Background: an optimization exercise with open tools, aiming at a short achievable clock period and few clock cycles. Do not read the settings as production practice.
In this exercise RTL edits were held to simulation tests only and were not proved equivalent to the original.

==> build 1: inputs <==
==> flow/design.v <==
module ALU #(
  parameter W = 16
)(
  input [W-1:0] a, b,
  input ci,
  output [W-1:0] y,
  output co
);
  wire [W-1:0] p = a ^ b;
  wire [W-1:0] t = a | b;
  wire [W-1:0] gl [0:5];
  wire [W-1:0] tl [0:5];
  genvar i, k;
  generate
    for (i = 0; i < W; i = i + 1) begin : l1
      if (i >= 1) begin : s
        assign gl[1][i] = (a[i] & b[i]) | (a[i] & a[i-1] & b[i-1]) | (b[i] & a[i-1] & b[i-1]);
        assign tl[1][i] = t[i] & t[i-1];
      end else begin : n
        assign gl[1][i] = a[i] & b[i];
        assign tl[1][i] = t[i];
      end
    end
    for (k = 1; k < 5; k = k + 1) begin : lk
      for (i = 0; i < W; i = i + 1) begin : b
        if (i >= (1 << k)) begin : s
          assign gl[k+1][i] = gl[k][i] | (tl[k][i] & gl[k][i-(1<<k)]);
          assign tl[k+1][i] = tl[k][i] & tl[k][i-(1<<k)];
        end else begin : n
          assign gl[k+1][i] = gl[k][i];
          assign tl[k+1][i] = tl[k][i];
        end
      end
    end
  endgenerate
  wire [W:0] c = {gl[5] | (tl[5] & {W{ci}}), ci};
  assign y = p ^ c[W-1:0];
  assign co = c[W];
endmodule
module RegFile(
  input clk, rst, we,
  input [4:0] ra0, ra1, wa,
  input [31:0] wd,
  output [31:0] rd0, rd1
);
  reg [31:0] regvec[31:1];
  assign rd0 = (ra0 == 5'd0) ? 32'd0 : regvec[ra0];
  assign rd1 = (ra1 == 5'd0) ? 32'd0 : regvec[ra1];
  integer i;
  always @(posedge clk) begin
    if (rst) begin
      for (i = 1; i < 32; i = i + 1) regvec[i] <= 32'd0;
    end else if (we && wa != 5'd0) begin
      regvec[wa] <= wd;
    end
  end
endmodule
module Ctl(
  input [5:0] op,
  output is_add, is_addi, is_lw, is_sw, is_beq, is_j
);
  assign is_add = op == 6'b000000;
  assign is_addi = op == 6'b001000;
  assign is_lw = op == 6'b100011;
  assign is_sw = op == 6'b101011;
  assign is_beq = op == 6'b000100;
  assign is_j = op == 6'b000010;
endmodule
module PipelineCPU(
  input clk, rst,
  output [8:0] imem_addr,
  input [31:0] imem_data,
  output [8:0] dmem_addr,
  output [31:0] dmem_wdata,
  output dmem_we,
  input [31:0] dmem_rdata
);
  reg [8:0] pc;
  assign imem_addr = pc;
  wire [31:0] ins = imem_data;
  wire [4:0] rs = ins[25:21];
  wire [4:0] rt = ins[20:16];
  wire d_add, d_addi, d_lw, d_sw, d_beq, d_j;
  Ctl ctl(.op(ins[31:26]), .is_add(d_add), .is_addi(d_addi), .is_lw(d_lw),
          .is_sw(d_sw), .is_beq(d_beq), .is_j(d_j));
  wire beq_same = d_beq & (rs == rt);
  wire beq_cond = d_beq & (rs != rt);
  wire [4:0] dest = d_add ? ins[15:11] : rt;
  wire dest_nz = |dest;
  wire wr_alu = (d_add | d_addi) & dest_nz;
  wire wr_ld = d_lw & dest_nz;
  wire skippable = ~(wr_alu | wr_ld | d_sw | beq_cond);
  wire [31:0] rf_a, rf_b;
  reg ex_alu, ex_ld, ex_st, ex_br;
  reg f_am, f_bm, f_al, f_bl, f_aw, f_bw, f_sm, f_sw, f_any;
  reg [4:0] ex_dest;
  reg [31:0] ex_a, ex_bs, ex_sd;
  reg [8:0] ex_tgt;
  reg mem_alu, mem_ld, mem_st, mem_br;
  reg [4:0] mem_dest;
  reg [15:0] mem_ylo, mem_ahi, mem_bhi;
  reg mem_c16, mem_fa, mem_fb, mem_fa2, mem_fb2, mem_eqlo;
  reg [31:0] mem_wd;
  reg [8:0] mem_tgt;
  reg wb_wr;
  reg [4:0] wb_dest;
  reg [31:0] wb_val;
  wire [15:0] wb_hi = wb_val[31:16];
  reg [15:0] wb2_hi;
  wire ex_zero;
  reg wb_taken;
  reg [8:0] wb_tgt;
  wire [8:0] pc1, btgt, pm1;
  wire pc1_co, btgt_co, pm1_co;
  ALU #(.W(9)) inc(.a(pc), .b(9'd0), .ci(1'b1), .y(pc1), .co(pc1_co));
  ALU #(.W(9)) badd(.a(pc), .b(ins[8:0]), .ci(1'b1), .y(btgt), .co(btgt_co));
  ALU #(.W(9)) dec(.a(pc), .b(9'h1ff), .ci(1'b0), .y(pm1), .co(pm1_co));
  wire [4:0] bz_reg = (rt == 5'd0) ? rs : rt;
  wire bz = beq_cond & ((rt == 5'd0) | (rs == 5'd0)) & ex_alu & ~f_any &
            (bz_reg == ex_dest);
  wire bz_taken = bz & ex_zero;
  reg fv [0:15];
  reg [4:0] ftag [0:15];
  reg [8:0] fsucc [0:15];
  wire fhit = fv[pc[3:0]] & (ftag[pc[3:0]] == pc[8:4]);
  wire [8:0] seqn = fhit ? fsucc[pc[3:0]] : pc1;
  wire [8:0] succ = d_j ? ins[8:0] : beq_same ? btgt : pc1;
  reg fw;
  reg [8:0] fw_key, fw_succ;
  always @(posedge clk) begin
    fw <= ~rst & skippable;
    fw_key <= pm1;
    fw_succ <= succ;
  end
  integer k;
  always @(posedge clk) begin
    if (rst) begin
      for (k = 0; k < 16; k = k + 1) fv[k] <= 1'b0;
    end else if (fw) begin
      fv[fw_key[3:0]] <= 1'b1;
      ftag[fw_key[3:0]] <= fw_key[8:4];
      fsucc[fw_key[3:0]] <= fw_succ;
    end
  end
  always @(posedge clk) begin
    if (rst) pc <= 9'd0;
    else if (wb_taken) pc <= wb_tgt;
    else if (d_j) pc <= ins[8:0];
    else if (beq_same | bz_taken) pc <= btgt;
    else pc <= seqn;
  end
  wire mem_wr = mem_alu | mem_ld;
  wire [15:0] ahi = mem_fa ? wb_hi : mem_fa2 ? wb2_hi : mem_ahi;
  wire [15:0] bhi = mem_fb ? wb_hi : mem_fb2 ? wb2_hi : mem_bhi;
  wire [15:0] yhi;
  wire co_hi;
  ALU #(.W(16)) alu_hi(.a(ahi), .b(bhi), .ci(mem_c16), .y(yhi), .co(co_hi));
  wire [31:0] mem_val = mem_ld ? dmem_rdata : {yhi, mem_ylo};
  wire [31:0] op_a = (wb_wr & (rs == wb_dest)) ? wb_val : rf_a;
  wire [31:0] op_b = (wb_wr & (rt == wb_dest)) ? wb_val : rf_b;
  wire ex_wr = ex_alu | ex_ld;
  wire use_b = d_add | d_beq;
  always @(posedge clk) begin
    if (rst | wb_taken) begin
      ex_alu <= 1'b0;
      ex_ld <= 1'b0;
      ex_st <= 1'b0;
      ex_br <= 1'b0;
    end else begin
      ex_alu <= wr_alu;
      ex_ld <= wr_ld;
      ex_st <= d_sw;
      ex_br <= beq_cond & ~bz;
    end
    f_am <= ex_alu & (rs == ex_dest);
    f_bm <= ex_alu & (rt == ex_dest) & use_b;
    f_al <= ex_ld & (rs == ex_dest);
    f_bl <= ex_ld & (rt == ex_dest) & use_b;
    f_aw <= mem_wr & (rs == mem_dest) & ~(ex_wr & (rs == ex_dest));
    f_bw <= mem_wr & (rt == mem_dest) & ~(ex_wr & (rt == ex_dest)) & use_b;
    f_any <= ex_wr & ((rs == ex_dest) | (rt == ex_dest) & use_b) |
             mem_wr & ((rs == mem_dest) | (rt == mem_dest) & use_b);
    f_sm <= ex_wr & (rt == ex_dest);
    f_sw <= mem_wr & (rt == mem_dest) & ~(ex_wr & (rt == ex_dest));
    ex_dest <= dest;
    ex_a <= op_a;
    ex_bs <= (d_add | d_beq) ? op_b : {{16{ins[15]}}, ins[15:0]};
    ex_sd <= op_b;
    ex_tgt <= btgt;
  end
  wire [15:0] alo = f_am ? mem_ylo : f_al ? dmem_rdata[15:0] : f_aw ? wb_val[15:0] : ex_a[15:0];
  wire [15:0] blo = f_bm ? mem_ylo : f_bl ? dmem_rdata[15:0] : f_bw ? wb_val[15:0] : ex_bs[15:0];
  wire [15:0] ylo;
  wire c16;
  ALU #(.W(16)) alu_lo(.a(alo), .b(blo), .ci(1'b0), .y(ylo), .co(c16));
  assign ex_zero = ((ex_a ^ ex_bs) == {ex_a[30:0] | ex_bs[30:0], 1'b0});
  wire [31:0] sd = f_sm ? mem_val : f_sw ? wb_val : ex_sd;
  always @(posedge clk) begin
    if (rst | wb_taken) begin
      mem_alu <= 1'b0;
      mem_ld <= 1'b0;
      mem_st <= 1'b0;
      mem_br <= 1'b0;
    end else begin
      mem_alu <= ex_alu;
      mem_ld <= ex_ld;
      mem_st <= ex_st;
      mem_br <= ex_br;
    end
    mem_dest <= ex_dest;
    mem_ylo <= ylo;
    mem_c16 <= c16;
    mem_ahi <= ex_a[31:16];
    mem_bhi <= ex_bs[31:16];
    mem_fa <= f_am | f_al;
    mem_fb <= f_bm | f_bl;
    mem_fa2 <= f_aw;
    mem_fb2 <= f_bw;
    mem_eqlo <= (alo == blo);
    mem_wd <= sd;
    mem_tgt <= ex_tgt;
  end
  assign dmem_addr = mem_ylo[10:2];
  assign dmem_wdata = mem_wd;
  assign dmem_we = mem_st & ~wb_taken;
  wire br_taken = mem_br & mem_eqlo & (ahi == bhi);
  always @(posedge clk) begin
    wb_wr <= ~rst & mem_wr & ~wb_taken;
    wb_taken <= ~rst & br_taken & ~wb_taken;
    wb_tgt <= mem_tgt;
    wb_dest <= mem_dest;
    wb_val <= mem_val;
    wb2_hi <= wb_hi;
  end
  RegFile reg_file(.clk(clk), .rst(rst), .we(wb_wr), .wa(wb_dest), .wd(wb_val),
                   .ra0(rs), .ra1(rt), .rd0(rf_a), .rd1(rf_b));
endmodule
==> flow/run.sh <==
#!/bin/bash
# synth_recipe.tcl (not shown) runs the flow's synth.tcl, then flattens the netlist and writes it again
# the make line also repeats each setting of config.mk as NAME=value (left out here)
make -C /OpenROAD-flow-scripts/flow DESIGN_CONFIG=/design/flow/config.mk WORK_HOME=/design/flow/orfs CLKGATE_MAP_FILE= SYNTH_SCRIPT=/design/flow/synth_recipe.tcl finish
==> flow/config.mk <==
export PLATFORM = sky130hd
export DESIGN_NAME = PipelineCPU
export DESIGN_NICKNAME = PipelineCPU
export VERILOG_FILES = /design/flow/design.v
export SDC_FILE = /design/flow/constraint.sdc
export NUM_CORES = 4
export LEC_CHECK = 0
export CAP_MARGIN = 20
export CORE_MARGIN = 2
export CORE_UTILIZATION = 40
export SETUP_SLACK_MARGIN = 4.3
export SLEW_MARGIN = 20
==> flow/constraint.sdc <==
create_clock -name core_clock -period 6.5 [get_ports {clk}]
set_input_delay 1.3000 -clock core_clock [delete_from_list [all_inputs] [get_ports {clk}]]
set_output_delay 1.3000 -clock core_clock [all_outputs]
set_load 0.01 [all_outputs]
==> inputs of trial 51, as changes to build 1 <==
==> flow/design.v, changed modules only <==
module PipelineCPU(
  input clk, rst,
  output [8:0] imem_addr,
  input [31:0] imem_data,
  output [8:0] dmem_addr,
  output [31:0] dmem_wdata,
  output dmem_we,
  input [31:0] dmem_rdata
);
  reg [8:0] pc;
  assign imem_addr = pc;
  wire [31:0] ins = imem_data;
  wire [4:0] rs = ins[25:21];
  wire [4:0] rt = ins[20:16];
  wire d_add, d_addi, d_lw, d_sw, d_beq, d_j;
  Ctl ctl(.op(ins[31:26]), .is_add(d_add), .is_addi(d_addi), .is_lw(d_lw),
          .is_sw(d_sw), .is_beq(d_beq), .is_j(d_j));
  wire beq_same = d_beq & (rs == rt);
  wire beq_cond = d_beq & (rs != rt);
  wire [4:0] dest = d_add ? ins[15:11] : rt;
  wire dest_nz = |dest;
  wire wr_alu = (d_add | d_addi) & dest_nz;
  wire wr_ld = d_lw & dest_nz;
  wire skippable = ~(wr_alu | wr_ld | d_sw | beq_cond);
  wire [31:0] rf_a, rf_b;
  reg ex_alu, ex_ld, ex_st, ex_br;
  reg f_am, f_bm, f_al, f_bl, f_aw, f_bw, f_an, f_bn, f_sm, f_sw, f_sn, f_any;
  reg [4:0] ex_dest;
  reg [31:0] ex_a, ex_bs, ex_sd;
  reg [8:0] ex_tgt;
  reg mem_alu, mem_ld, mem_st, mem_br;
  reg [4:0] mem_dest;
  reg [15:0] mem_ylo, mem_ahi, mem_bhi;
  reg mem_c16, mem_fa, mem_fb, mem_fa2, mem_fb2, mem_fan, mem_fbn, mem_eqlo;
  reg [31:0] mem_wd;
  reg [8:0] mem_tgt;
  reg wb_wr;
  reg [4:0] wb_dest;
  reg [31:0] wb_val;
  wire [15:0] wb_hi = wb_val[31:16];
  reg [15:0] wb2_hi;
  wire ex_zero;
  reg wb_taken;
  reg [8:0] wb_tgt;
  wire [8:0] pc1, btgt, pm1;
  wire pc1_co, btgt_co, pm1_co;
  ALU #(.W(9)) inc(.a(pc), .b(9'd0), .ci(1'b1), .y(pc1), .co(pc1_co));
  ALU #(.W(9)) badd(.a(pc), .b(ins[8:0]), .ci(1'b1), .y(btgt), .co(btgt_co));
  ALU #(.W(9)) dec(.a(pc), .b(9'h1ff), .ci(1'b0), .y(pm1), .co(pm1_co));
  wire bz = d_beq & ex_alu & ~f_any &
            (((rt == 5'd0) & (rs == ex_dest)) | ((rs == 5'd0) & (rt == ex_dest)));
  wire bz_go = bz & ex_zero & ~wb_taken;
  reg fv [0:15];
  reg [4:0] ftag [0:15];
  reg [8:0] fsucc [0:15];
  reg [15:0] fidx;
  reg [14:0] fsel;
  integer e;
  always @(*) begin
    fsel = 15'd0;
    for (e = 0; e < 16; e = e + 1)
      fsel = fsel | ({15{fidx[e]}} & {fv[e], ftag[e], fsucc[e]});
  end
  wire fhit = fsel[14] & (fsel[13:9] == pc[8:4]);
  wire [8:0] seqn = fhit ? fsel[8:0] : pc1;
  wire [8:0] succ = d_j ? ins[8:0] : beq_same ? btgt : pc1;
  reg fu;
  reg [8:0] fu_key;
  always @(posedge clk) begin
    fu <= ~rst & ~wb_taken & ~d_j & ~beq_same & ~bz_go & fhit;
    fu_key <= pc;
  end
  reg fw;
  reg [8:0] fw_key, fw_succ;
  always @(posedge clk) begin
    fw <= ~rst & skippable;
    fw_key <= fu ? fu_key : pm1;
    fw_succ <= succ;
  end
  integer k;
  always @(posedge clk) begin
    if (rst) begin
      for (k = 0; k < 16; k = k + 1) fv[k] <= 1'b0;
    end else if (fw) begin
      fv[fw_key[3:0]] <= 1'b1;
      ftag[fw_key[3:0]] <= fw_key[8:4];
      fsucc[fw_key[3:0]] <= fw_succ;
    end
  end
  function [15:0] onehot(input [3:0] v);
    onehot = 16'd1 << v;
  endfunction
  reg [15:0] wb_tgt_oh;
  wire [8:0] pc_base = wb_taken ? wb_tgt :
                       d_j ? ins[8:0] :
                       beq_same ? btgt : seqn;
  wire [15:0] idx_base = wb_taken ? wb_tgt_oh :
                         d_j ? onehot(ins[3:0]) :
                         beq_same ? onehot(btgt[3:0]) :
                         fhit ? onehot(fsel[3:0]) : onehot(pc1[3:0]);
  wire [8:0] pc_next = bz_go ? btgt : pc_base;
  wire [15:0] idx_next = bz_go ? onehot(btgt[3:0]) : idx_base;
  always @(posedge clk) begin
    if (rst) begin
      pc <= 9'd0;
      fidx <= 16'd1;
    end else begin
      pc <= pc_next;
      fidx <= idx_next;
    end
  end
  wire mem_wr = mem_alu | mem_ld;
  wire [15:0] ahi = {16{mem_fa}} & wb_hi | {16{mem_fa2}} & wb2_hi | {16{mem_fan}} & mem_ahi;
  wire [15:0] bhi = {16{mem_fb}} & wb_hi | {16{mem_fb2}} & wb2_hi | {16{mem_fbn}} & mem_bhi;
  wire br_taken = mem_br & mem_eqlo & (ahi == bhi);
  wire [15:0] yhi;
  wire co_hi;
  ALU #(.W(16)) alu_hi(.a(ahi), .b(bhi), .ci(mem_c16), .y(yhi), .co(co_hi));
  wire [31:0] mem_val = mem_ld ? dmem_rdata : {yhi, mem_ylo};
  wire [31:0] op_a = (wb_wr & (rs == wb_dest)) ? wb_val : rf_a;
  wire [31:0] op_b = (wb_wr & (rt == wb_dest)) ? wb_val : rf_b;
  wire ex_wr = ex_alu | ex_ld;
  wire use_b = d_add | d_beq;
  always @(posedge clk) begin
    if (rst | wb_taken) begin
      ex_alu <= 1'b0;
      ex_ld <= 1'b0;
      ex_st <= 1'b0;
      ex_br <= 1'b0;
    end else begin
      ex_alu <= wr_alu;
      ex_ld <= wr_ld;
      ex_st <= d_sw;
      ex_br <= beq_cond & ~bz;
    end
    f_am <= ex_alu & (rs == ex_dest);
    f_bm <= ex_alu & (rt == ex_dest) & use_b;
    f_al <= ex_ld & (rs == ex_dest);
    f_bl <= ex_ld & (rt == ex_dest) & use_b;
    f_aw <= mem_wr & (rs == mem_dest) & ~(ex_wr & (rs == ex_dest));
    f_bw <= mem_wr & (rt == mem_dest) & ~(ex_wr & (rt == ex_dest)) & use_b;
    f_any <= ex_wr & ((rs == ex_dest) | (rt == ex_dest) & use_b) |
             mem_wr & ((rs == mem_dest) | (rt == mem_dest) & use_b);
    f_an <= ~(ex_wr & (rs == ex_dest)) & ~(mem_wr & (rs == mem_dest));
    f_bn <= ~(ex_wr & (rt == ex_dest) & use_b) & ~(mem_wr & (rt == mem_dest) & use_b);
    f_sm <= ex_wr & (rt == ex_dest);
    f_sw <= mem_wr & (rt == mem_dest) & ~(ex_wr & (rt == ex_dest));
    f_sn <= ~(ex_wr & (rt == ex_dest)) & ~(mem_wr & (rt == mem_dest));
    ex_dest <= dest;
    ex_a <= op_a;
    ex_bs <= (d_add | d_beq) ? op_b : {{16{ins[15]}}, ins[15:0]};
    ex_sd <= op_b;
    ex_tgt <= btgt;
  end
  wire [15:0] alo = {16{f_am}} & mem_ylo | {16{f_al}} & dmem_rdata[15:0] |
                    {16{f_aw}} & wb_val[15:0] | {16{f_an}} & ex_a[15:0];
  wire [15:0] blo = {16{f_bm}} & mem_ylo | {16{f_bl}} & dmem_rdata[15:0] |
                    {16{f_bw}} & wb_val[15:0] | {16{f_bn}} & ex_bs[15:0];
  wire [15:0] ylo;
  wire c16;
  ALU #(.W(16)) alu_lo(.a(alo), .b(blo), .ci(1'b0), .y(ylo), .co(c16));
  assign ex_zero = ((ex_a ^ ex_bs) == {ex_a[30:0] | ex_bs[30:0], 1'b0});
  wire [31:0] sd = {32{f_sm}} & mem_val | {32{f_sw}} & wb_val | {32{f_sn}} & ex_sd;
  always @(posedge clk) begin
    if (rst | wb_taken) begin
      mem_alu <= 1'b0;
      mem_ld <= 1'b0;
      mem_st <= 1'b0;
      mem_br <= 1'b0;
    end else begin
      mem_alu <= ex_alu;
      mem_ld <= ex_ld;
      mem_st <= ex_st & ~br_taken;
      mem_br <= ex_br;
    end
    mem_dest <= ex_dest;
    mem_ylo <= ylo;
    mem_c16 <= c16;
    mem_ahi <= ex_a[31:16];
    mem_bhi <= ex_bs[31:16];
    mem_fa <= f_am | f_al;
    mem_fb <= f_bm | f_bl;
    mem_fa2 <= f_aw;
    mem_fb2 <= f_bw;
    mem_fan <= f_an;
    mem_fbn <= f_bn;
    mem_eqlo <= (alo == blo);
    mem_wd <= sd;
    mem_tgt <= ex_tgt;
  end
  assign dmem_addr = mem_ylo[10:2];
  assign dmem_wdata = mem_wd;
  assign dmem_we = mem_st;
  always @(posedge clk) begin
    wb_wr <= ~rst & mem_wr & ~wb_taken;
    wb_taken <= ~rst & br_taken & ~wb_taken;
    wb_tgt <= mem_tgt;
    wb_tgt_oh <= onehot(mem_tgt[3:0]);
    wb_dest <= mem_dest;
    wb_val <= mem_val;
    wb2_hi <= wb_hi;
  end
  RegFile reg_file(.clk(clk), .rst(rst), .we(wb_wr), .wa(wb_dest), .wd(wb_val),
                   .ra0(rs), .ra1(rt), .rd0(rf_a), .rd1(rf_b));
endmodule
==> run notes <==
* Run status: no timing/DRC/antenna violations
* Switching Share at 0.306
* Multi-input logic portion of the cell area at 0.356
* Multi-input gate area at around 0.038 mm2
* DR WL met2 at between 100 and 150 mm
* RePlAce Congestion at around 0.88
* Hold EP: wb_tgt[8]$_DFF_P_
* Largest net degree at the start of global routing at 67
* Final clock-cell share at 0.0523
* Worst-margin pin slew at ~1.1 ns
* Post-CTS setup repair buffer count at between 400 and 500
* R2R Path End: mem_wd[29]$_DFF_P_
That was build 1.
==> run notes <==
* Run status: no timing/DRC/antenna violations
* Multi-input gate area at about 0.035 mm2
* Post-CTS setup repair buffer count at 460
* RePlAce Congestion at approximately 0.92
* Largest net degree at the start of global routing at 50
* R2R Path End: fidx[14]$_SDFF_PP0_
* Final clock-cell share at 0.0540
* Multi-input logic portion of the cell area at 0.340
* DR WL met2 at around 140 mm
* Switching Share at 0.302
* Worst-margin pin slew at between 1 and 1.5 ns
That was trial 51.
Testbench counts of build 1, summed over its fixed seeds: cycles 62,884.
Testbench counts of trial 51, summed over its fixed seeds: cycles 62,604.

-- port drivers added, routing unchanged --
The results above use ideal ports. As a check the final layouts listed here were re-extracted and re-timed, cells and wires unchanged. Step 1 assumes that a clkbuf_16 drives the clock port and a buf_2 every other input. Step 2 times the ports against the registers' clock, not the clock port: input delays grow and output delays shrink by t, the midpoint of the rising clock arrivals with the driver on. Slacks: ideal / step 1 / step 2; pairs: ideal / step 1.
run	shift t [ns]	setup WS [ns]	cell pins on the clock port's net
build 1	0.899	3.462 / 3.144 / 2.245	1
trial 51	0.903	3.044 / 3.044 / 2.353	1
After both steps every run listed still meets setup and hold. The setup slack of build 1, which loses most, moves by -0.318 ns with the drivers and by -1.217 ns with both steps.
